Context: an optimization exercise on an open-source flow, tuned for small area and a short achievable clock period. The choices shown serve that exercise and are no tape-out recipe. RTL that was checked went through simulation tests only; none was proved equivalent to the original. The RTL of runs 2 to 4 was laid out without a check of its function. Power and IR drop assume default switching activity.

## flow/design.v (module list and top-level ports; edited modules follow where they fit)
// module alu_design: 1062 lines
module alu_design #(parameter W = 16, parameter N = 4) (
  clock, reset, CE, INP_valid, MODE, CMD, OPA, OPB, CIN, ERR, RES, OV, COUT, G, L, E);
  // ...
==> flow/run.sh <==
#!/bin/bash
# synth_recipe.tcl (not shown) runs the flow's synth.tcl, then flattens the netlist and writes it again
# the make line also repeats each setting of config.mk as NAME=value (left out here)
make -C /OpenROAD-flow-scripts/flow DESIGN_CONFIG=/design/flow/config.mk WORK_HOME=/design/flow/orfs CLKGATE_MAP_FILE= SYNTH_SCRIPT=/design/flow/synth_recipe.tcl finish
==> flow/config.mk <==
export PLATFORM = sky130hd
export DESIGN_NAME = alu_design
export DESIGN_NICKNAME = alu_design
export VERILOG_FILES = /design/flow/design.v
export SDC_FILE = /design/flow/constraint.sdc
export NUM_CORES = 4
export LEC_CHECK = 0
export CAP_MARGIN = 20
export CORE_MARGIN = 2
export CORE_UTILIZATION = 55
export PLACE_DENSITY = 0.7
export SETUP_SLACK_MARGIN = 3.3
export SLEW_MARGIN = 20
==> flow/constraint.sdc <==
create_clock -name core_clock -period 8.3 [get_ports {clock}]
set_input_delay 1.6600 -clock core_clock [delete_from_list [all_inputs] [get_ports {clock}]]
set_output_delay 1.6600 -clock core_clock [all_outputs]
set_load 0.01 [all_outputs]
==> reports/results.ini, run 1 <==
[yosys]
synth.distinct_cells = 83
ys_seq_area_frac = 0.1906
yosys_most_used_dff = edfxtp_1
synth_edf_count = 89
synth_top_family_by_area = adder cells

[power]
combPwrFrac = 0.666
p_leak_nw = 7.789
p_sw_frac = 0.4636

[critical_path]
startpoint = s_my[0]$_DFFE_PP_
path_delay_family = compound AO/OA/AOI/OAI gates
worstRegToRegCells = 13
critPathMaxStageDelay_ns = 0.44
crit_path_end_kind = primary output
timing.rr.start = na_r[12]$_DFFE_PP_

[grt]
met3_usage = 0.04593
grt.total_usage = 0.3024

[cts]
insertion_delay_ns = 0.37
cts_inserted_buffers = 9
holdBufCountCts = 0
post_cts_buffers = 7

[sta]
timing.fmax_ghz = 0.2032
setup_tns_ns = 0

[route]
highest_layer = met4

[layout]
clock_area_frac = 0.01824
final_area_sq_um = 17900
nNonClkBuffers = 132
finalCoreUtilization = 0.6237

[status]
status = timing/DRC/antenna clean

[placement]
post-place-ws_ns = 2.976

[worst_hold_path]
hold_end = q_co$_DFFE_PP0P_

[floorplanning]
initial_core_util = 0.5571

==> run 2, diff against run 1 <==
--- a/flow/design.v
+++ b/flow/design.v
@@ -11,45 +11,73 @@
   input CIN;
   output reg ERR;
   output reg [2*W-1:0] RES;
   output reg OV;
   output reg COUT;
   output reg G;
   output reg L;
   output reg E;
+localparam KL = 8;     
+localparam KH = 27;    
 wire i_v01 = (INP_valid == 2'b01);
+wire i_v10 = (INP_valid == 2'b10);
 wire i_v11 = (INP_valid == 2'b11);
-wire i_rol  = ~MODE & i_v11 & (CMD == 4'b1100);
-wire i_ror  = ~MODE & i_v11 & (CMD == 4'b1101);
-wire i_shra = ~MODE & i_v01 & (CMD == 4'b1000);
-wire i_shla = ~MODE & i_v01 & (CMD == 4'b1001);
-wire i_mul  = MODE & i_v11 & ((CMD == 4'b1001) | (CMD == 4'b1010));
-wire i_rotbad = |OPB[W-1:5];
-wire i_rot  = (i_rol | i_ror) & ~i_rotbad;
-wire i_oneh = i_rot | i_shra | i_shla;
-wire [3:0] i_k = i_rol ? OPB[3:0] : i_ror ? (4'd0 - OPB[3:0]) : i_shla ? 4'd1 : 4'd15;
-wire [W-1:0] i_b = i_oneh ? (16'd1 << i_k) : OPB;
+wire i_a11 = MODE & i_v11;
 wire i_l11 = ~MODE & i_v11;
 wire i_l01 = ~MODE & i_v01;
-wire i_l10 = ~MODE & (INP_valid == 2'b10);
+wire i_l10 = ~MODE & i_v10;
+wire i_add  = i_a11 & (CMD == 4'b0000);
+wire i_sub  = i_a11 & (CMD == 4'b0001);
+wire i_addc = i_a11 & (CMD == 4'b0010);
+wire i_subc = i_a11 & (CMD == 4'b0011);
+wire i_inca = MODE & i_v01 & (CMD == 4'b0100);
+wire i_deca = MODE & i_v01 & (CMD == 4'b0101);
+wire i_incb = MODE & i_v10 & (CMD == 4'b0110);
+wire i_decb = MODE & i_v10 & (CMD == 4'b0111);
+wire i_cmp  = i_a11 & (CMD == 4'b1000);
+wire i_mul  = i_a11 & ((CMD == 4'b1001) | (CMD == 4'b1010));
+wire i_sadd = i_a11 & (CMD == 4'b1011);
+wire i_ssub = i_a11 & (CMD == 4'b1100);
+wire i_sgn  = i_sadd | i_ssub;
+wire i_arith = i_add | i_sub | i_addc | i_subc | i_inca | i_deca | i_incb | i_decb | i_sgn;
+wire i_useb  = i_incb | i_decb;
+wire i_invb  = i_sub | i_subc | i_ssub;
+wire [W:0] i_op1 = i_useb ? {1'b0, OPB} : {OPA[W-1] & i_sgn, OPA};
+wire [W:0] i_op2 = (i_inca | i_incb) ? {(W+1){1'b0}} :
+                   (i_deca | i_decb) ? {(W+1){1'b1}} :
+                   ({OPB[W-1] & i_sgn, OPB} ^ {(W+1){i_invb}});
+wire i_c0 = i_sub | i_ssub | i_inca | i_incb | (i_addc & CIN) | (i_subc & ~CIN);
+wire [W+1:0] i_rc = {i_op1, 1'b1} + {i_op2, i_c0};    
+wire [W:0] i_r = i_rc[W+1:1];
 wire [W-1:0] i_lres =
     ({W{i_l11 & (CMD == 4'b0000)}}  & (OPA & OPB)) |
     ({W{i_l11 & (CMD == 4'b0001)}} & ~(OPA & OPB)) |
     ({W{i_l11 & (CMD == 4'b0010)}}   & (OPA | OPB)) |
     ({W{i_l11 & (CMD == 4'b0011)}}  & ~(OPA | OPB)) |
     ({W{i_l11 & (CMD == 4'b0100)}}  & (OPA ^ OPB)) |
     ({W{i_l11 & (CMD == 4'b0101)}} & ~(OPA ^ OPB)) |
     ({W{i_l01 & (CMD == 4'b0110)}} & ~OPA) |
     ({W{i_l10 & (CMD == 4'b0111)}} & ~OPB) |
     ({W{i_l10 & (CMD == 4'b1010)}} & (OPB >> 1)) |
     ({W{i_l10 & (CMD == 4'b1011)}} & (OPB << 1));
 wire i_logic = (i_l11 & (CMD <= 4'b0101)) | (i_l01 & (CMD == 4'b0110)) |
                (i_l10 & ((CMD == 4'b0111) | (CMD == 4'b1010) | (CMD == 4'b1011)));
-wire [W-1:0] i_a = i_logic ? i_lres : OPA;
+wire i_rol  = i_l11 & (CMD == 4'b1100);
+wire i_ror  = i_l11 & (CMD == 4'b1101);
+wire i_shra = i_l01 & (CMD == 4'b1000);
+wire i_shla = i_l01 & (CMD == 4'b1001);
+wire i_rotbad = |OPB[W-1:5];
+wire i_rot  = (i_rol | i_ror) & ~i_rotbad;
+wire i_oneh = i_rot | i_shra | i_shla;
+wire [3:0] i_k = i_rol ? OPB[3:0] : i_ror ? (4'd0 - OPB[3:0]) : i_shla ? 4'd1 : 4'd15;
+wire i_eq = (OPA == OPB);
+wire i_lt = {OPA[W-1] ^ i_sgn, OPA[W-2:0]} < {OPB[W-1] ^ i_sgn, OPB[W-2:0]};
+wire i_csel = i_cmp | i_sgn;
+wire i_ovu = i_sub | i_deca | i_decb | (i_subc & ~(CIN & (&OPB)));
 reg i_err;
 always @(*) begin
   i_err = 1'b1;
   if (MODE) begin
     case (INP_valid)
       2'b01: i_err = ~((CMD == 4'b0100) | (CMD == 4'b0101));
       2'b10: i_err = ~((CMD == 4'b0110) | (CMD == 4'b0111));
       2'b11: i_err = (CMD > 4'b1100) | (CMD[3:2] == 2'b01);
@@ -59,38 +87,41 @@
     case (INP_valid)
       2'b01: i_err = ~((CMD == 4'b0110) | (CMD == 4'b1000) | (CMD == 4'b1001));
       2'b10: i_err = ~((CMD == 4'b0111) | (CMD == 4'b1010) | (CMD == 4'b1011));
       2'b11: i_err = ~((CMD <= 4'b0101) | (((CMD == 4'b1100) | (CMD == 4'b1101)) & ~i_rotbad));
       default: i_err = 1'b1;
     endcase
   end
 end
-localparam KL = 8;     
-localparam KH = 27;    
+wire [W:0]   i_a = i_arith ? i_r : i_logic ? {1'b0, i_lres} : {1'b0, OPA};
+wire [W-1:0] i_b = i_mul ? OPB : i_oneh ? (16'd1 << i_k) : {W{1'b0}};
 reg [W-1:0] na_r, nb_r;
+reg a16_r;
 reg [N-1:0] cmd_r;
 reg [1:0] valid_r;
-reg mode_r, cin_r;
-reg mul_r, err_r;
+reg mode_r, err_r, ovu_r, g_r, l_r, e_r;
 always @(posedge clock or posedge reset) begin
   if (reset)
     valid_r <= 0;
   else if (CE)
     valid_r <= INP_valid;
 end
 always @(posedge clock) begin
   if (CE) begin
-    na_r    <= ~i_a;
-    nb_r    <= ~i_b;
-    cmd_r   <= CMD;
-    mode_r  <= MODE;
-    cin_r   <= CIN;
-    mul_r   <= i_mul | i_oneh;
-    err_r   <= i_err;
+    na_r  <= ~i_a[W-1:0];
+    a16_r <= i_a[W];
+    nb_r  <= ~i_b;
+    cmd_r <= CMD;
+    mode_r <= MODE;
+    err_r <= i_err;
+    ovu_r <= i_ovu;
+    g_r   <= i_csel & ~i_eq & ~i_lt;
+    l_r   <= i_csel & i_lt;
+    e_r   <= i_csel & i_eq;
   end
 end
 wire [W-1:0] opa_r = ~na_r;
 wire [W-1:0] opb_r = ~nb_r;
 wire ok  = ~err_r;
 wire v01 = ok & (valid_r == 2'b01);
 wire v10 = ok & (valid_r == 2'b10);
 wire v11 = ok & (valid_r == 2'b11);
@@ -104,50 +135,33 @@
 wire op_deca   = am & v01 & (cmd_r == 4'b0101);
 wire op_incb   = am & v10 & (cmd_r == 4'b0110);
 wire op_decb   = am & v10 & (cmd_r == 4'b0111);
 wire op_cmp    = am & v11 & (cmd_r == 4'b1000);
 wire op_muli   = am & v11 & (cmd_r == 4'b1001);
 wire op_muls   = am & v11 & (cmd_r == 4'b1010);
 wire op_sadd   = am & v11 & (cmd_r == 4'b1011);
 wire op_ssub   = am & v11 & (cmd_r == 4'b1100);
-wire op_and    = lm & v11 & (cmd_r == 4'b0000);
-wire op_nand   = lm & v11 & (cmd_r == 4'b0001);
-wire op_or     = lm & v11 & (cmd_r == 4'b0010);
-wire op_nor    = lm & v11 & (cmd_r == 4'b0011);
-wire op_xor    = lm & v11 & (cmd_r == 4'b0100);
-wire op_xnor   = lm & v11 & (cmd_r == 4'b0101);
+wire sgn       = op_sadd | op_ssub;
+wire logic_op  = lm & ((v11 & (cmd_r <= 4'b0101)) | (v01 & (cmd_r == 4'b0110)) |
+                       (v10 & ((cmd_r == 4'b0111) | (cmd_r == 4'b1010) | (cmd_r == 4'b1011))));
 wire rot_ok    = lm & v11 & ((cmd_r == 4'b1100) | (cmd_r == 4'b1101));
-wire op_nota   = lm & v01 & (cmd_r == 4'b0110);
 wire op_shra   = lm & v01 & (cmd_r == 4'b1000);
 wire op_shla   = lm & v01 & (cmd_r == 4'b1001);
-wire op_notb   = lm & v10 & (cmd_r == 4'b0111);
-wire op_shrb   = lm & v10 & (cmd_r == 4'b1010);
-wire op_shlb   = lm & v10 & (cmd_r == 4'b1011);
 wire err_comb = ~ok | (valid_r == 2'b00);
 wire r_v01 = (valid_r == 2'b01);
 wire r_v10 = (valid_r == 2'b10);
 wire r_v11 = (valid_r == 2'b11);
-wire sgn     = op_sadd | op_ssub;
-wire r_sgn   = am & r_v11 & ((cmd_r == 4'b1011) | (cmd_r == 4'b1100));
-wire r_logic = lm & ((r_v11 & (cmd_r <= 4'b0101)) | (r_v01 & (cmd_r == 4'b0110)) |
-                     (r_v10 & ((cmd_r == 4'b0111) | (cmd_r == 4'b1010) | (cmd_r == 4'b1011))));
-wire use_a   = (am & ((r_v11 & ((cmd_r[3:2] == 2'b00) | (cmd_r == 4'b1001) | (cmd_r == 4'b1011) | (cmd_r == 4'b1100))) |
-                      (r_v01 & ((cmd_r == 4'b0100) | (cmd_r == 4'b0101))))) | r_logic;
-wire ones_a  = am & r_v10 & (cmd_r == 4'b0111);
-wire use_b   = am & ((r_v11 & ((cmd_r[3:2] == 2'b00) | (cmd_r == 4'b1001) | (cmd_r == 4'b1011) | (cmd_r == 4'b1100))) |
-                     (r_v10 & ((cmd_r == 4'b0110) | (cmd_r == 4'b0111))));
-wire inv_b   = am & ((r_v11 & ((cmd_r == 4'b0001) | (cmd_r == 4'b0011) | (cmd_r == 4'b1100))) |
-                     (r_v01 & (cmd_r == 4'b0101)));
-wire cin_eff = am & ((r_v11 & ((cmd_r == 4'b0001) | (cmd_r == 4'b1100) | (cmd_r == 4'b1001) |
-                               ((cmd_r == 4'b0010) & cin_r) | ((cmd_r == 4'b0011) & ~cin_r))) |
-                     (r_v01 & (cmd_r == 4'b0100)) | (r_v10 & (cmd_r == 4'b0110)));
-wire [W:0] arow = {(opa_r[W-1] & r_sgn) | ones_a, (opa_r & {W{use_a}}) | {W{ones_a}}};
-wire [W:0] brow = {(opb_r[W-1] & r_sgn), opb_r & {W{use_b}}} ^ {(W+1){inv_b}};
-wire [W-1:0] bm = opb_r & {W{mul_r}};
+wire r_muli = am & r_v11 & (cmd_r == 4'b1001);
+wire use_a  = (am & ((r_v11 & ~(cmd_r == 4'b1010)) | r_v01 | r_v10)) |
+              (lm & ((r_v11 & (cmd_r <= 4'b0101)) | r_v01 & (cmd_r == 4'b0110) | r_v10));
+wire [W:0] arow = {a16_r & use_a, opa_r & {W{use_a}}};
+wire [W:0] brow = {1'b0, opb_r & {W{r_muli}}};
+wire cin_eff = r_muli;
+wire [W-1:0] bm = opb_r;
 wire [2*W-1:0] tx, ty;
 wire pp0_0 = opa_r[0] & bm[0];
 wire pp0_1 = opa_r[0] & bm[1];
 wire pp0_2 = opa_r[0] & bm[2];
 wire pp0_3 = opa_r[0] & bm[3];
 wire pp0_4 = opa_r[0] & bm[4];
 wire pp0_5 = opa_r[0] & bm[5];
 wire pp0_6 = opa_r[0] & bm[6];
@@ -973,36 +987,30 @@
 assign tx[29] = hc19;
 assign ty[29] = hs20;
 wire hs21 = pp15_15 ^ fc234;
 wire hc21 = pp15_15 & fc234;
 assign tx[30] = hc20;
 assign ty[30] = hs21;
 assign tx[31] = hc21;
 assign ty[31] = 1'b0;
-wire eq = (opa_r == opb_r);
-wire lt = {opa_r[W-1] ^ sgn, opa_r[W-2:0]} < {opb_r[W-1] ^ sgn, opb_r[W-2:0]};
-wire cmp_sel = op_cmp | sgn;
 wire ar_small = op_add | op_sub | op_addc | op_subc | op_inca | op_deca | op_incb | op_decb | sgn;
 wire sx       = op_sub | op_subc | op_deca | op_decb | sgn;
-wire logic_op = op_and | op_nand | op_or | op_nor | op_xor | op_xnor | op_nota | op_notb | op_shrb | op_shlb;   
 wire [KL:0] lo_sum = tx[KL-1:0] + ty[KL-1:0];
 wire [2*W-KH-1:0] hi_sum = tx[2*W-1:KH] + ty[2*W-1:KH];
 wire c_lo  = ar_small | op_muli | rot_ok | op_shla | logic_op;   
 wire c_hi  = rot_ok | op_shra;                                   
 wire c_sh  = op_muls;                                            
 wire c_16  = ar_small | op_muli;                                 
 wire c_up  = op_muli;                                            
 wire c_sx  = sx;                                                 
 wire c_co  = op_add | op_addc | op_inca | op_incb;               
-wire c_ovu = op_sub | op_deca | op_decb | (op_subc & ~(cin_r & (&opb_r)));   
+wire c_ovu = ovu_r & (op_sub | op_subc | op_deca | op_decb);     
 wire c_ovs = sgn;                                                
-wire e_comb = cmp_sel & eq;
-wire l_comb = cmp_sel & lt;
-wire g_comb = cmp_sel & ~eq & ~lt;
+wire cmp_sel = op_cmp | sgn;
 reg [KL-1:0] s_lo;
 reg        s_cl;
 reg [KH-KL-1:0] s_mx, s_my;
 reg [2*W-KH-1:0] s_hi;
 reg q_lo, q_hi, q_sh, q_16, q_up, q_sx, q_co, q_ovu, q_ovs;
 reg q_g, q_l, q_e, q_err;
 always @(posedge clock) begin
   if (CE) begin
@@ -1033,19 +1041,19 @@
     q_hi  <= c_hi;
     q_sh  <= c_sh;
     q_16  <= c_16;
     q_up  <= c_up;
     q_sx  <= c_sx;
     q_co  <= c_co;
     q_ovu <= c_ovu;
     q_ovs <= c_ovs;
-    q_g   <= g_comb;
-    q_l   <= l_comb;
-    q_e   <= e_comb;
+    q_g   <= g_r & cmp_sel;
+    q_l   <= l_r & cmp_sel;
+    q_e   <= e_r & cmp_sel;
     q_err <= err_comb;
   end
 end
 wire [KH-KL:0] mid_sum = s_mx + s_my + s_cl;
 wire [2*W-KH-1:0] hi_fin = s_hi + mid_sum[KH-KL];
 wire [2*W-1:0] S = {hi_fin, mid_sum[KH-KL-1:0], s_lo};
 always @(*) begin
   RES = ({2*W{q_sh}} & {S[2*W-2:0], 1'b0}) |
==> flow/config.mk (replaced) <==
export PLATFORM = sky130hd
export DESIGN_NAME = alu_design
export DESIGN_NICKNAME = alu_design
export VERILOG_FILES = /design/flow/design.v
export SDC_FILE = /design/flow/constraint.sdc
export NUM_CORES = 4
export LEC_CHECK = 0
export CAP_MARGIN = 20
export CORE_MARGIN = 2
export CORE_UTILIZATION = 65
export PLACE_DENSITY = 0.75
export SETUP_SLACK_MARGIN = 2.5
export SLEW_MARGIN = 20
==> run 2 against run 1 <==
  * Routed wire length increased by 9.2%
  * Flip-flop and latch count increased by 3
  * Setup slack got worse by 0.66 ns
  * Register-to-register slack got worse by 0.04 ns
  * Utilization increased by 8.9 points
  * Die area decreased by 12%
  * Maximum frequency decreased by 12%
  * Clock skew decreased by 0.0036 ns
  * Sequential share of layout area increased by 0.45 points
  * First-iteration DRC count increased by 55%
  * Largest cell class unchanged
==> reports/results.ini, run 2 <==
[status]
status = timing/DRC/antenna clean

[yosys]
netlist_area_sq_um = 16670
postSynthCellCount = 1854
synthTopCellsByArea = fa_1 28%, edfxtp_1 17%, ha_1 8.8%
synth_xor_area_frac = 0.03783
synth.most_common_cell = inv_1
synth_top_family_by_area = adder cells
synth.distinct_cells = 72  ; -13%
yosys_most_used_dff = edfxtp_1
ys_seq_area_frac = 0.1882  ; -0.002379
synth_edf_count = 92  ; +3.4%
synth_compound_area_frac = 0.1429
synthArstFlopShare = 0.1402
synthAdderAreaFrac = 0.3724
synth_nets = 2251
ys_seq_elements = 107
synth_largest_area_cell = fa_1
synth_common_cells = 289 x inv_1, 266 x nor2_1, 237 x fa_1
synth_top_area_frac = 0.2846
synth_mux_area_frac = 0.01006
syn_avg_cell_area_sq_um = 8.991
synth_simple_gate_area_frac = 0.1574
synth_warnings = 1

[placement]
post-place-ws_ns = 2.015  ; -0.9604 ns
placed_area_sq_um = 17530
gp_congestion = 1.008
dp.cells = 2166
dp_hpwl_um = 36500
io_buffers = 80

[sta]
finalMaxSlewViolations = 0
setup_ws_ns = 2.723
worst_pin_slew_ns = 1.162
timing.fmax_ghz = 0.1793  ; -12%
setup_tns_ns = 0  ; unchanged
hold_viol_final = 0
relSlewSlack = 0.2050
rsz0062_at_grt = yes
period_share = 0.6719
min_period_ns = 5.577
setup_viol_count_final = 0
fin_skew_ns = 0.01289

[route]
vias = 13960
drt_first_pass_iters = 6
vias_per_cell = 6.372
drt_iter0_markers = 1745
ant_nets = 0
wl_um = 48790
drc_errors = 0
wl_per_cell_um = 22.27

[floorplanning]
die_y_um = 164.1
dieArea_sq_um = 26940
core_sq_um = 25180
rows = 58
die_x_um = 164.1
io_pins = 81
initial_core_util = 0.6620  ; +0.1049

[cts]
path_clk_slew_ns = 0.08
insertion_delay_ns = 0.37  ; about the same
numClockSinks = 107
cts_inserted_buffers = 9  ; unchanged
cts_tree = done
cts_max_level = 3
clock-root-buffer = clkbuf_16
cts_buffer_depth = 2

[flow_run]
drv_cap = 0

[layout]
area_delta_synth_final_pct = 7.716
layout_commonest_cell = inv_1
final_area_sq_um = 17960  ; +0.31%
n_antenna_cell = 0
fin_cells = 2191
largest_register_ff_count = 19
nNetsFinal = 2253
drive_above_1_share = 0.07254
mostFrequentLayoutCells = 289 x inv_1, 266 x nor2_1, 237 x fa_1
regMostFlops = s_mx

[critical_path]
crit_required_ns = 6.64
arrival_ns = 3.92
worstSetupPathType = register to primary output
crit_path_end_kind = primary output
crit_fanout = 4
crit_path_start_kind = register

[grt]
grt.total_usage = 0.3816  ; +0.07920
grt_pass1_wl_um = 77400
grt_max_degree = 60
antenna_found_initial = 0
grt_pass1_vias = 14260
grt-ovfl-total = 0

[power]
ir_worst_vdd_mv = 0.4023
power_density_nw_per_um2 = 320.5
p_leak_nw = 7.904  ; +1.5%

[worst_hold_path]
hold_class = register to register

run 2: repair_timing:
| action | in CTS | in global routing |
|---|---|---|
| setup endpoints to repair | 4 | 24 |
| buffers inserted | 0 | 9 |
| pin swaps | 0 | 1 |
| gates resized for setup | 2 | 10 |
| hold buffers | 0 | 0 |
run 2: worst paths after layout:
check | start | cells after the start | slack, ns | to
min in group asynchronous | reset | 2 | 1.65 | q_sx$_DFFE_PP0P_
min | g_r$_DFFE_PP_ | 2 | 0.48 | q_g$_DFFE_PP0P_
max in group asynchronous | reset | 2 | 6.27 | q_up$_DFFE_PP0P_
max | s_cl$_DFFE_PP_ | 13 | 2.72 | RES[13]
min reg2reg | g_r$_DFFE_PP_ | 2 | 0.48 | q_g$_DFFE_PP0P_
max reg2reg | nb_r[9]$_DFFE_PP_ | 14 | 3.40 | s_hi[4]$_DFFE_PP_
run 2: metal layers:
metal	up-vias	GRT usage	routed length, um
li1	6112	-	-
met1	6837	0.5023	18480
met2	817	0.6004	22240
met3	194	0.08838	5514
met4	0	0.1810	2559
met5	-	0	0
run 2: metrics by stage:
stage | total power [mW] | hold slack, ns | util
3_3_place_gp | 4.953 | 0.4598 | 0.6962
4_1_cts | 5.640 | 0.4839 | 0.7081
2_1_floorplan | 3.596 | 0.4260 | -
5_1_grt | 6.250 | 0.5157 | 0.7131
6_report | 5.754 | 0.4769 | 0.7131
3_5_place_dp | 5.183 | 0.4636 | 0.6962
run 2: area by class of cell:
type / instances / area, sq um
Multi-Input combinational cell: 1349 / 12070
Fill cell: 1957 / 7226
Sequential cell: 107 / 3138
Inverter: 289 / 1085
Timing Repair Buffer: 100 / 965.9
Tap cell: 330 / 412.9
Clock buffer: 10 / 229.0
Clock inverter: 6 / 57.56
run 2: critical path, stage by stage (launching register included):
cell	delay, ns
edfxtp_1	0.40
fa_1	0.47
a31oi_2	0.28
o21ai_2	0.12
a21boi_2	0.19
o21ai_2	0.11
a31oi_1	0.20
o21ai_0	0.14
ha_1	0.23
ha_1	0.23
xor2_2	0.23
a222oi_1	0.37
inv_1	0.08
clkdlybuf4s50_1	0.49
run 2: power breakdown:
part | switching (mW) | internal [mW]
clock network | 0.218 | 0.211
logic | 2.48 | 1.70
registers | 0.171 | 0.972
total | 2.87 | 2.89
run 2: kinds of logic after synthesis:
family                   after synthesis
AO/OA/AOI/OAI                        351
XOR/XNOR                              72
adder cells (fa/ha/maj)              354
buffers and inverters                398
flip-flops                           107
multiplexers                          16
AND/OR/NAND/NOR                      556
==> run 3, diff against run 2 <==
--- a/flow/config.mk
+++ b/flow/config.mk
@@ -11,3 +11,3 @@
 export PLACE_DENSITY = 0.75
-export SETUP_SLACK_MARGIN = 2.5
+export SETUP_SLACK_MARGIN = 3.0
 export SLEW_MARGIN = 20
==> run 3 against run 2 <==
  * Clock skew decreased by 0.00079 ns
  * Synthesized cell count stayed put
  * Area after synthesis unchanged
  * Utilization increased by 0.67 points
  * Final area up 0.94%
  * Routed wire length increased by 1.0%
  * Global-route usage increased by 0.22 points
  * Worst hold slack lost 0.0010 ns
  * Still clean on timing, DRC and antenna
  * First-iteration DRC count fell by 4.7%
  * Critical path type unchanged
  * Via count rose by 0.66%
==> reports/results.ini, run 3 <==
[status]
status = timing/DRC/antenna clean

[power]
power_density_nw_per_um2 = 324.8  ; +1.4%
power_mw = 5.887  ; +2.3%
p_leak_nw = 8.099  ; +2.5%
ir_worst_vdd_mv = 0.4594  ; +14%

[yosys]
synth.distinct_cells = 72  ; unchanged
synth_common_cells = 289 x inv_1, 266 x nor2_1, 237 x fa_1
synth_nets = 2251  ; unchanged
syn_avg_cell_area_sq_um = 8.991  ; unchanged
ys_seq_area_frac = 0.1882  ; unchanged
synth_warnings = 1  ; unchanged
netlist_area_sq_um = 16670  ; unchanged
postSynthCellCount = 1854  ; unchanged
yosys_most_used_dff = edfxtp_1
synth_largest_area_cell = fa_1
ys_seq_elements = 107  ; unchanged
synthArstFlopShare = 0.1402  ; unchanged
synth_edf_count = 92  ; unchanged
synth.most_common_cell = inv_1
synthTopCellsByArea = fa_1 28%, edfxtp_1 17%, ha_1 8.8%
synth_top_area_frac = 0.2846  ; unchanged

[layout]
multi_input_area_sq_um = 12160  ; +0.76%
final_area_sq_um = 18120  ; +0.94%
ff_latch_area_sq_um = 3138  ; unchanged
nNetsFinal = 2264  ; +0.49%
fillers = 1940  ; -0.87%
fin_cells = 2202  ; +0.50%
mostFrequentLayoutCells = 289 x inv_1, 266 x nor2_1, 236 x fa_1
n_antenna_cell = 0  ; unchanged
layout_commonest_cell = inv_1
regMostFlops = s_mx
largest_register_ff_count = 19  ; unchanged
area_delta_synth_final_pct = 8.729
drive_above_1_share = 0.08494  ; +0.01239

[placement]
placed_area_sq_um = 17530  ; unchanged
dp_hpwl_um = 36500  ; unchanged
dp.cells = 2166  ; unchanged
io_buffers = 80  ; unchanged
post-place-ws_ns = 2.015  ; unchanged
gp_congestion = 1.008  ; unchanged

[worst_hold_path]
hold_class = register to register

[floorplanning]
dieArea_sq_um = 26940  ; unchanged
core_sq_um = 25180  ; unchanged
initial_core_util = 0.6620  ; unchanged
die_y_um = 164.1  ; unchanged
die_x_um = 164.1  ; unchanged
io_pins = 81  ; unchanged
rows = 58  ; unchanged

[cts]
insertion_delay_ns = 0.36  ; about the same
clock-root-buffer = clkbuf_16
cts_buffer_depth = 2  ; unchanged
cts_tree = done
cts_max_level = 3  ; unchanged
numClockSinks = 107  ; unchanged
path_clk_slew_ns = 0.08  ; about the same
cts_inserted_buffers = 9  ; unchanged

[grt]
grt-ovfl-total = 0  ; unchanged
grt_max_degree = 60  ; unchanged
antenna_found_initial = 0  ; unchanged
grt_pass1_wl_um = 77870  ; +0.61%
grt.total_usage = 0.3838  ; +0.002235
grt_pass1_vias = 14370  ; +0.77%

[critical_path]
worstSetupPathType = register to primary output
crit_chain = fa_2, a31oi_4, o21ai_2, a21boi_2, o21ai_2, a31oi_1, o21ai_1, ha_1, ha_2, xor2_2, a221o_1, clkdlybuf4s50_1
arrival_ns = 3.68  ; -0.24 ns
critPathMaxStageDelay_ns = 0.53  ; +0.04 ns
critPathBufInv = 1  ; -1
path_delay_family = compound AO/OA/AOI/OAI gates
crit_fanout = 3  ; -1
crit_required_ns = 6.64  ; about the same
crit_path_start_kind = register
path_common_cell = o21ai_2
crit_path_end_kind = primary output
critPathSlowestCell = clkdlybuf4s50_1

[route]
ant_nets = 0  ; unchanged
drc_errors = 0  ; unchanged
drt_iter0_markers = 1663  ; -4.7%
drt_first_pass_iters = 7  ; +1
vias_per_cell = 6.381  ; +0.16%
wl_um = 49280  ; +1.0%
vias = 14050  ; +0.66%
wl_per_cell_um = 22.38  ; +0.50%

[sta]
setup_viol_count_final = 0  ; unchanged
finalMaxSlewViolations = 0  ; unchanged
setup_ws_ns = 2.961  ; +0.2376 ns
rsz0062_at_grt = yes
period_share = 0.6433  ; -0.02863
timing.fmax_ghz = 0.1873  ; +4.5%
min_period_ns = 5.339  ; -0.2376 ns
worst_pin_slew_ns = 1.146  ; -0.01689 ns
fin_skew_ns = 0.01210  ; -0.0007893 ns
relSlewSlack = 0.2165  ; +0.01155
setup_tns_ns = 0  ; unchanged
hold_viol_final = 0  ; unchanged

[flow_run]
drv_cap = 0  ; unchanged

[run 3: cell counts after synthesis]
No cell type changed its count.
[run 3: final cells by class]
type / count / area share
tap: 330 / 0.02278
timing repair buffer: 110 / 0.05757
clock buffer: 10 / 0.01263
sequential: 107 / 0.1731
clock inverter: 6 / 0.003175
multi-input combinational: 1350 / 0.6709
inverter: 289 / 0.05985
[run 3: timing repair]
item	CTS	global route
pin swaps	5	8
cloned	0	1
hold buffers	0	0
endpoints found under the setup margin	31	24
setup buffers	11	8
gates resized for setup	23	19
[run 3: logic make-up (layout without fill, tap and decap cells)]
| group | count (synthesis) | after routing | synth area share |
|---|---|---|---|
| multiplexers | 16 | 16 | 0.01006 |
| adder cells (fa/ha/maj) | 354 | 354 | 0.3724 |
| buffers and inverters | 398 | 415 | 0.09112 |
| XOR/XNOR | 72 | 72 | 0.03783 |
| AO/OA/AOI/OAI | 351 | 351 | 0.1429 |
| flip-flops | 107 | 107 | 0.1882 |
| AND/OR/NAND/NOR | 556 | 557 | 0.1574 |
[run 3: path summary, 6_finish.rpt]
path	end	slack, ns	cells after the start	from
hold reg to reg	q_g$_DFFE_PP0P_	0.48	2	g_r$_DFFE_PP_
max in group asynchronous	q_up$_DFFE_PP0P_	6.26	2	reset
setup reg to reg	s_hi[4]$_DFFE_PP_	3.40	14	nb_r[9]$_DFFE_PP_
min in group asynchronous	q_sx$_DFFE_PP0P_	1.65	2	reset
setup / recovery	RES[29]	2.96	12	s_cl$_DFFE_PP_
hold / removal	q_g$_DFFE_PP0P_	0.48	2	g_r$_DFFE_PP_
[run 3: stage by stage]
step                        util  hold slack, ns
after global routing      0.7198          0.5157
final                     0.7198          0.4758
after floorplan                -          0.4260
after global placement    0.6962          0.4598
after CTS                 0.7146          0.4839
after detailed placement  0.6962          0.4636
[run 3: report_power, final]
group	total (mW)	switching (mW)	internal (mW)	leakage (nW)
clock	0.429	0.218	0.211	0.141
sequential	1.15	0.179	0.972	1.11
combinational	4.31	2.52	1.79	6.85
[run 3: worst min-delay path, cell delays in order, from the launching register on]
cell and delay [ns]:
edfxtp_1 0.33, nand2_1 0.05, o21ai_0 0.06
[run 3: metal layers]
metal | vias to the layer above | share of wire | GRT usage
met2 | 842 | 0.46 | 0.6040
li1 | 6136 | - | -
met1 | 6878 | 0.38 | 0.5059
met3 | 196 | 0.11 | 0.08687
met5 | - | 0 | 0
met4 | 0 | 0.053 | 0.1834
==> run 4, diff against run 3 <==
--- a/flow/config.mk
+++ b/flow/config.mk
@@ -9,5 +9,5 @@
 export CORE_MARGIN = 2
-export CORE_UTILIZATION = 65
-export PLACE_DENSITY = 0.75
-export SETUP_SLACK_MARGIN = 3.0
+export CORE_UTILIZATION = 75
+export PLACE_DENSITY = 0.85
+export SETUP_SLACK_MARGIN = 2.5
 export SLEW_MARGIN = 20
==> run 4 against run 3 <==
  * Die area down 13%
  * Still clean on timing, DRC and antenna
  * First-iteration DRC count rose by 13%
  * Largest power group unchanged
  * Non-clock buffer count is 12 lower
  * Routed wire length grew 1.8%
  * Worst hold slack hardly changed
==> reports/results.ini, run 4 <==
[yosys]
netlist_area_sq_um = 16670  ; unchanged
synth_common_cells = 289 x inv_1, 266 x nor2_1, 237 x fa_1
synth_mux_area_frac = 0.01006  ; unchanged
synthArstFlopShare = 0.1402  ; unchanged
synthAdderAreaFrac = 0.3724  ; unchanged
yosys_most_used_dff = edfxtp_1
synthTopCellsByArea = fa_1 28%, edfxtp_1 17%, ha_1 8.8%
synth_top_family_by_area = adder cells
synth_largest_area_cell = fa_1
synth_compound_area_frac = 0.1429  ; unchanged
ys_seq_elements = 107  ; unchanged
ys_seq_area_frac = 0.1882  ; unchanged
syn_avg_cell_area_sq_um = 8.991  ; unchanged
synth_edf_count = 92  ; unchanged
synth.distinct_cells = 72  ; unchanged
synth.most_common_cell = inv_1
postSynthCellCount = 1854  ; unchanged
synth_warnings = 1  ; unchanged
synth_nets = 2251  ; unchanged
synth_simple_gate_area_frac = 0.1574  ; unchanged
synth_top_area_frac = 0.2846  ; unchanged
synth_xor_area_frac = 0.03783  ; unchanged

[sta]
fin_skew_ns = 0.01016  ; -0.001937 ns
finalMaxSlewViolations = 0  ; unchanged
hold_viol_final = 0  ; unchanged
rsz0062_at_grt = no
relSlewSlack = 0.2087  ; -0.007795
min_period_ns = 5.572  ; +0.2328 ns
period_share = 0.6713  ; +0.02805
worst_pin_slew_ns = 1.176  ; +0.03047 ns
setup_viol_count_final = 0  ; unchanged
timing.fmax_ghz = 0.1795  ; -4.2%
hold-worst-slack_ns = 0.4755  ; -0.0003100 ns
setup_tns_ns = 0  ; unchanged

[critical_path]
crit_path_start_kind = register
r2r_slack_ns = 3.33  ; -0.07 ns
worstSetupPathType = register to primary output
crit_fanout = 14  ; +11
timing.rr.start = nb_r[5]$_DFFE_PP_
r2r_end = s_mx[6]$_DFFE_PP_
crit_required_ns = 6.64  ; about the same
arrival_ns = 3.91  ; +0.23 ns
crit_path_end_kind = primary output
worstRegToRegCells = 11  ; -3

[route]
wl_per_cell_um = 23.45  ; +4.8%
vias = 14400  ; +2.5%
vias_per_cell = 6.734  ; +5.5%
wl_um = 50160  ; +1.8%
drt_iter0_markers = 1886  ; +13%
drt_first_pass_iters = 9  ; +2
drc_errors = 0  ; unchanged
ant_nets = 0  ; unchanged

[worst_hold_path]
hold_end = q_l$_DFFE_PP0P_
hold_class = register to register
holdPathStages = 2  ; unchanged
hp-start = l_r$_DFFE_PP_

[floorplanning]
initial_core_util = 0.7638  ; +0.1019
dieArea_sq_um = 23440  ; -13%
core_sq_um = 21820  ; -13%
rows = 54  ; -6.9%
io_pins = 81  ; unchanged
die_x_um = 153.1  ; -6.7%
die_y_um = 153.1  ; -6.7%

[layout]
final_area_sq_um = 17890  ; -1.3%
layout_commonest_cell = inv_1
n_antenna_cell = 0  ; unchanged
regMostFlops = s_mx
drive_above_1_share = 0.07262  ; -0.01232
area_delta_synth_final_pct = 7.318
nNetsFinal = 2251  ; -0.57%
largest_register_ff_count = 19  ; unchanged
finalCoreUtilization = 0.8197  ; +0.09998
mostFrequentLayoutCells = 289 x inv_1, 266 x nor2_1, 237 x fa_1

[grt]
grt-ovfl-total = 0  ; unchanged
use_met2 = 0.6839  ; +0.07985
antenna_found_initial = 2  ; +2
top_usage_layer = met2
grt_use_met1 = 0.5229  ; +0.01696
met3_usage = 0.1452  ; +0.05830
grt_pass1_vias = 14830  ; +3.3%
grt.total_usage = 0.4312  ; +0.04744
grt_pass1_wl_um = 77910  ; about the same
grt_max_degree = 64  ; +6.7%

[power]
p_switching_mw = 2.913  ; about the same
pwr-share-seq = 0.197  ; about the same
ir_worst_vdd_mv = 0.2083  ; -55%
power_density_nw_per_um2 = 324.6  ; about the same
clkPwrFrac = 0.077  ; +0.004
p_sw_frac = 0.5017  ; +0.006468
p_leak_nw = 7.902  ; -2.4%
combPwrFrac = 0.725  ; -0.007
p_int_mw = 2.894  ; -2.6%

[flow_run]
drv_cap = 0  ; unchanged

[placement]
dp_hpwl_um = 36370  ; -0.34%
gp_congestion = 1.021  ; +1.3%
io_buffers = 80  ; unchanged
placed_area_sq_um = 17470  ; -0.35%

[cts]
cts_max_level = 3  ; unchanged
cts_inserted_buffers = 9  ; unchanged
cts_buffer_depth = 2  ; unchanged
numClockSinks = 107  ; unchanged
holdBufCountCts = 0  ; unchanged
clock-root-buffer = clkbuf_16
path_clk_slew_ns = 0.08  ; about the same
insertion_delay_ns = 0.37  ; about the same
cts_tree = done

[status]
status = timing/DRC/antenna clean

## run 4: area by class of cell
type | instances | area (sq um)
multi-input combinational | 1349 | 12070
sequential | 107 | 3138
tap | 280 | 350.3
clock inverter | 7 | 77.57
clock buffer | 9 | 225.2
fill | 1321 | 3934
timing repair buffer | 98 | 940.9
inverter | 289 | 1085
## run 4: power by group through the flow
stage	combinational [mW]	sequential [mW]	clock [mW]
2_1_floorplan	2.56	1.03	0
3_3_place_gp	3.68	1.13	0
3_5_place_dp	3.99	1.14	0
4_1_cts	4.07	1.13	0.447
5_1_grt	4.63	1.15	0.470
6_report	4.21	1.15	0.449
## run 4: stage by stage
stage,power [mW],worst slack [ns],cells
final,5.807,2.728,2139
after floorplan,3.596,3.414,1854
after detailed placement,5.128,2.015,2115
after global routing,6.248,2.508,2139
after CTS,5.643,2.504,2131
after global placement,4.815,2.178,2115
## run 4: critical path, cell delays in order (launching register included)
cell and delay [ns]:
edfxtp_1 0.41, fa_1 0.48, ha_1 0.23, a21oi_1 0.23, o21ai_0 0.17, a31oi_1 0.22, xnor2_1 0.36, and2_0 0.67
a221o_1 0.21, clkdlybuf4s50_1 0.56
## run 4: repair_timing
| action | in CTS | in global routing |
|---|---|---|
| buffers inserted | 0 | 8 |
| pin swaps | 0 | 1 |
| endpoints found under the setup margin | 1 | 10 |
| gates resized for setup | 2 | 9 |
## run 4: worst max path at each step
stage                    from                 end  depth (start not counted)
5_1_grt        s_cl$_DFFE_PP_             RES[15]                         14
3_5_place_dp           CMD[2]  na_r[15]$_DFFE_PP_                         13
3_3_place_gp           CMD[2]  na_r[15]$_DFFE_PP_                         13
6_report       s_cl$_DFFE_PP_             RES[18]                          9
2_1_floorplan          CMD[0]  na_r[14]$_DFFE_PP_                         15
4_1_cts        s_cl$_DFFE_PP_             RES[13]                         13
## run 4: logic make-up after synthesis
kind of cell / after synthesis
flip-flops: 107
AO/OA/AOI/OAI: 351
adder cells (fa/ha/maj): 354
XOR/XNOR: 72
AND/OR/NAND/NOR: 556
multiplexers: 16
buffers and inverters: 398
## run 4: metal layers
metal / routed length [um] / up-vias
met5: 13 / -
met4: 3124 / 2
met3: 6975 / 276
met2: 23000 / 1158
met1: 17040 / 6862
li1: - / 6106

[re-timing with driven ports]
The results above use ideal ports. As a check the final layouts listed here were re-extracted and re-timed, cells and wires unchanged. Step 1: set_driving_cell puts a clkbuf_16 on clock and a buf_2 on each other input, an assumption about the parent block. Step 2 times the ports against the registers' clock, not the clock port: input delays grow and output delays shrink by t, the midpoint of the rising clock arrivals with the driver on. Slacks: no drivers / after step 1 / after step 2; pairs: no drivers / after step 1.
| run | t, ns | slack for setup (ns) | worst hold slack (ns) | worst setup path at the end | worst register clock-pin slew, ns |
|---|---|---|---|---|---|
| run 1 | 0.413 | 3.380 / 3.331 / 3.437 | 0.489 / 0.489 / 0.489 | register to register | 0.08 / 0.08 |
| run 2 | 0.409 | 2.723 / 2.673 / 2.333 | 0.477 / 0.477 / 0.477 | input to register | 0.08 / 0.08 |
| run 3 | 0.408 | 2.961 / 2.911 / 2.742 | 0.476 / 0.476 / 0.476 | input to register | 0.08 / 0.08 |
| run 4 | 0.414 | 2.728 / 2.679 / 2.412 | 0.476 / 0.476 / 0.476 | input to register | 0.08 / 0.08 |
After both steps setup and hold are still met in every run listed. The setup slack of run 2, which loses most, moves by -0.050 ns with the drivers and by -0.390 ns with both steps.
